What follows belongs to an exercise in optimizing a design on an open flow for small area, a short achievable clock period and few clock cycles per item; a production flow would make more cautious choices.

==> job 491 <==
// HitTest
module HitTest(
    input clk,
    input rst,
    input start,
    input rsel,
    input [15:0] x,
    input [15:0] y,
    input [15:0] notex,
    input [15:0] notey,
    input signed [15:0] indx,
    input signed [15:0] indy,
    output valJR,
    output valE,
    output valr,
    output valR,
    output reg ready
);
==> module HitTest, before the edit <==
module HitTest(
    input clk,
    input rst,
    input start,
    input rsel,
    input [15:0] x,
    input [15:0] y,
    input [15:0] notex,
    input [15:0] notey,
    input signed [15:0] indx,
    input signed [15:0] indy,
    output valJR,
    output valE,
    output valr,
    output valR,
    output reg ready
);
reg [16:0] nax, nay, nbx, nby;
reg rs;
wire [16:0] dax, day, dbx, dby;
RippleSub subax(.p(x), .c(notex), .nd(dax));
RippleSub subay(.p(y), .c(notey), .nd(day));
RippleSub subbx(.p(x), .c(indx), .nd(dbx));
RippleSub subby(.p(y), .c(indy), .nd(dby));
always @(posedge clk) begin
    ready <= start & ~rst;
    nax <= dax;
    nay <= day;
    nbx <= dbx;
    nby <= dby;
    rs <= rsel;
end
Calvalid calvN(.na(nax), .nb(nay), .rsel(rs), .inJR(valJR), .inE(valE), .inR(valr));
CalvalidR calvI(.na(nbx), .nb(nby), .rsel(rs), .inR(valR));
endmodule
==> module RippleSub, before the edit <==
module RippleSub(
    input [15:0] p,
    input [15:0] c,
    output [16:0] nd
);
wire [16:0] u = ~{p[15], p};
wire [16:0] v = {c[15], c};
wire [17:0] k;
wire [7:0] g = u[7:0] & v[7:0];
wire [7:0] t = u[7:0] | v[7:0];
wire G1 = g[1] | (t[1] & g[0]);
wire G2 = g[3] | (t[3] & g[2]);
wire T2 = t[3] & t[2];
wire G3 = G2 | (T2 & G1);
wire G4 = g[5] | (t[5] & g[4]);
wire T4 = t[5] & t[4];
wire G5 = g[7] | (t[7] & g[6]);
wire T5 = t[7] & t[6];
wire G6 = G5 | (T5 & G4);
wire T6 = T5 & T4;
wire G7 = G6 | (T6 & G3);
assign k[0] = 1'b0;
assign k[8] = G7;
assign nd[0] = u[0] ^ v[0];
assign k[1] = g[0];
genvar i;
generate for (i = 1; i < 17; i = i + 1) begin : r
    if (i != 7) begin : f
        FullAdd fa(.a(u[i]), .b(v[i]), .c(k[i]), .s(nd[i]), .co(k[i + 1]));
    end else begin : e
        assign nd[i] = u[i] ^ v[i] ^ k[i];
    end
end endgenerate
endmodule
==> flow/config.mk <==
export PLATFORM = sky130hd
export DESIGN_NAME = HitTest
export DESIGN_NICKNAME = HitTest
export VERILOG_FILES = /design/flow/design.v
export SDC_FILE = /design/flow/constraint.sdc
export NUM_CORES = 4
export LEC_CHECK = 0
export CAP_MARGIN = 20
export CORE_MARGIN = 2
export CORE_UTILIZATION = 60
export SETUP_SLACK_MARGIN = 2.5
export SLEW_MARGIN = 20
export SYNTH_HIERARCHICAL = 1
export SYNTH_MINIMUM_KEEP_SIZE = 0
==> flow/constraint.sdc <==
create_clock -name core_clock -period 10.0 [get_ports {clk}]
set_input_delay 2.0000 -clock core_clock [delete_from_list [all_inputs] [get_ports {clk}]]
set_output_delay 2.0000 -clock core_clock [all_outputs]
set_load 0.01 [all_outputs]
standard.sh (not shown) runs the stock make flow with config.mk's settings and CLKGATE_MAP_FILE= SYNTH_SCRIPT=/design/flow/synth_recipe.tcl, a recipe that flattens the netlist after the stock synthesis.
==> flow/flow/run.sh <==
#!/bin/bash
# The standard layout, with the ports buffered by the smallest buffer
# (sky130_fd_sc_hd__buf_1) rather than the cell buffer_ports picks by itself;
# timing repair still resizes any port buffer on a critical path.
set -euo pipefail
bash standard.sh BUFFER_PORTS_ARGS="-buffer_cell sky130_fd_sc_hd__buf_1" finish > standard.log 2>&1
==> inputs of job 9710, as changes to job 491 <==
--- a/flow/design.v
+++ b/flow/design.v
@@ -1858,8 +1858,9 @@
 reg rs;
 wire [16:0] dax, day, dbx, dby;
-RippleSub subax(.p(x), .c(notex), .nd(dax));
-RippleSub subay(.p(y), .c(notey), .nd(day));
-RippleSub subbx(.p(x), .c(indx), .nd(dbx));
-RippleSub subby(.p(y), .c(indy), .nd(dby));
+wire [15:0] nx = ~x, ny = ~y;    
+RippleSub subax(.np(nx), .c(notex), .nd(dax));
+RippleSub subay(.np(ny), .c(notey), .nd(day));
+RippleSub subbx(.np(nx), .c(indx), .nd(dbx));
+RippleSub subby(.np(ny), .c(indy), .nd(dby));
 always @(posedge clk) begin
     ready <= start & ~rst;
@@ -1874,13 +1875,13 @@
 endmodule
 module RippleSub(
-    input [15:0] p,
+    input [15:0] np,
     input [15:0] c,
     output [16:0] nd
 );
-wire [16:0] u = ~{p[15], p};
+wire [16:0] u = {np[15], np};
 wire [16:0] v = {c[15], c};
 wire [17:0] k;
-wire [7:0] g = u[7:0] & v[7:0];
-wire [7:0] t = u[7:0] | v[7:0];
+wire [8:0] g = u[8:0] & v[8:0];
+wire [8:0] t = u[8:0] | v[8:0];
 wire G1 = g[1] | (t[1] & g[0]);
 wire G2 = g[3] | (t[3] & g[2]);
@@ -1894,11 +1895,12 @@
 wire T6 = T5 & T4;
 wire G7 = G6 | (T6 & G3);
+wire G8 = g[8] | (t[8] & G7);
 assign k[0] = 1'b0;
-assign k[8] = G7;
+assign k[9] = G8;
 assign nd[0] = u[0] ^ v[0];
 assign k[1] = g[0];
 genvar i;
 generate for (i = 1; i < 17; i = i + 1) begin : r
-    if (i != 7) begin : f
+    if (i != 8) begin : f
         FullAdd fa(.a(u[i]), .b(v[i]), .c(k[i]), .s(nd[i]), .co(k[i + 1]));
     end else begin : e
--- a/flow/config.mk
+++ b/flow/config.mk
@@ -8,6 +8,6 @@
 export CAP_MARGIN = 20
 export CORE_MARGIN = 2
-export CORE_UTILIZATION = 60
-export SETUP_SLACK_MARGIN = 2.5
+export CORE_UTILIZATION = 75
+export SETUP_SLACK_MARGIN = 3.5
 export SLEW_MARGIN = 20
 export SYNTH_HIERARCHICAL = 1
==> inputs of job 6473, as changes to job 491 <==
--- a/flow/design.v
+++ b/flow/design.v
@@ -1858,8 +1858,9 @@
 reg rs;
 wire [16:0] dax, day, dbx, dby;
-RippleSub subax(.p(x), .c(notex), .nd(dax));
-RippleSub subay(.p(y), .c(notey), .nd(day));
-RippleSub subbx(.p(x), .c(indx), .nd(dbx));
-RippleSub subby(.p(y), .c(indy), .nd(dby));
+wire [15:0] nx = ~x, ny = ~y;    
+RippleSub subax(.np(nx), .c(notex), .nd(dax));
+RippleSub subay(.np(ny), .c(notey), .nd(day));
+RippleSub subbx(.np(nx), .c(indx), .nd(dbx));
+RippleSub subby(.np(ny), .c(indy), .nd(dby));
 always @(posedge clk) begin
     ready <= start & ~rst;
@@ -1874,13 +1875,13 @@
 endmodule
 module RippleSub(
-    input [15:0] p,
+    input [15:0] np,
     input [15:0] c,
     output [16:0] nd
 );
-wire [16:0] u = ~{p[15], p};
+wire [16:0] u = {np[15], np};
 wire [16:0] v = {c[15], c};
 wire [17:0] k;
-wire [7:0] g = u[7:0] & v[7:0];
-wire [7:0] t = u[7:0] | v[7:0];
+wire [8:0] g = u[8:0] & v[8:0];
+wire [8:0] t = u[8:0] | v[8:0];
 wire G1 = g[1] | (t[1] & g[0]);
 wire G2 = g[3] | (t[3] & g[2]);
@@ -1894,11 +1895,12 @@
 wire T6 = T5 & T4;
 wire G7 = G6 | (T6 & G3);
+wire G8 = g[8] | (t[8] & G7);
 assign k[0] = 1'b0;
-assign k[8] = G7;
+assign k[9] = G8;
 assign nd[0] = u[0] ^ v[0];
 assign k[1] = g[0];
 genvar i;
 generate for (i = 1; i < 17; i = i + 1) begin : r
-    if (i != 7) begin : f
+    if (i != 8) begin : f
         FullAdd fa(.a(u[i]), .b(v[i]), .c(k[i]), .s(nd[i]), .co(k[i + 1]));
     end else begin : e
--- a/flow/config.mk
+++ b/flow/config.mk
@@ -9,5 +9,5 @@
 export CORE_MARGIN = 2
 export CORE_UTILIZATION = 60
-export SETUP_SLACK_MARGIN = 2.5
+export SETUP_SLACK_MARGIN = 3.5
 export SLEW_MARGIN = 20
 export SYNTH_HIERARCHICAL = 1
==> comparison <==
Die area, highest first: job 491, job 6473, job 9710. Job 491 finished with timing, DRC and antenna clean. Job 9710 finished with timing, DRC and antenna clean. Job 6473 completed with no timing, DRC or antenna violations. Final area: job 491 is smaller than job 9710 (about 3.6%). Against job 491, the sequential share of layout area of job 6473 is higher by 0.32 points. First-iteration DRC count: job 491 is lower than job 6473 (30%). In job 491 the non-clock buffer count is lower than in job 9710, by 76. Worst hold slack: job 491 is higher than job 6473 (0.94 ps). Setup slack, highest first: job 9710, job 6473, job 491.
==> figures <==
| quantity | job 491 | job 6473 | job 9710 |
|---|---|---|---|
| Number of buffers and inverters on the critical path | 1 | 3 | 3 |
| Avg Inst Size Synth | 10.2 sq um | 10.3 sq um | 10.3 sq um |
| Average detailed-routed wire length per instance | 20.5 microns | 20.7 microns | 21.6 microns |
| Post CTS Setup Buffer Count | 0 | 83 | 43 |
| Share of cells above drive strength 1 | 8.30% | 15.4% | 15.7% |
| Final period util | 72.1% | 69.6% | 69.3% |
| Overall routed net length | 46800 microns | 47800 microns | 48500 microns |
| Number of logic inverters in the finished layout | 104 | 55 | 55 |
| Overall die area | 0.0332 sq mm | 0.0329 sq mm | 0.0265 sq mm |
| Die H | 182 microns | 181 microns | 163 microns |
| Slowest cell delay on critical path | 970 ps | 600 ps | 590 ps |
| Tap cells | 402 | 396 | 330 |
| Detailed Route Iter0 Violations | 659 | 941 | 1271 |
| Outcome | no timing/DRC/antenna violations | no timing/DRC/antenna violations | no timing/DRC/antenna violations |
| Post-synthesis share of cell area spent on and, or, nand and nor gates | 17.1% | 17.1% | 17.1% |
Function was not checked in any run of this note: the RTL went through the layout flow alone.

## re-timing with driven ports
The results above use ideal ports. As a check the final layouts listed here were re-extracted and re-timed, cells and wires unchanged.
Step 1: set_driving_cell puts a clkbuf_16 on clk and a buf_2 on each other input, an assumption about the parent block.
Step 2 moves the port delays by t, midway between the first and last clock arrival at a register: inputs arrive t later, outputs are due t later. That takes back most of the time a late clock gives input paths.
Three values: ideal, step 1, step 2; two values: the first two.
run	t, ns	setup slack, ns	hold slack, ns	worst setup path after step 2	pins driven straight from the clock port
job 491	0.384	2.793 / 2.746 / 2.845	1.771 / 1.753 / 2.136	input to register	1
job 9710	0.377	3.068 / 3.025 / 3.402	1.763 / 1.747 / 2.124	register to output	1
job 6473	0.383	3.045 / 2.998 / 3.380	1.770 / 1.747 / 2.129	register to output	1
After both steps setup and hold are still met in every run listed.
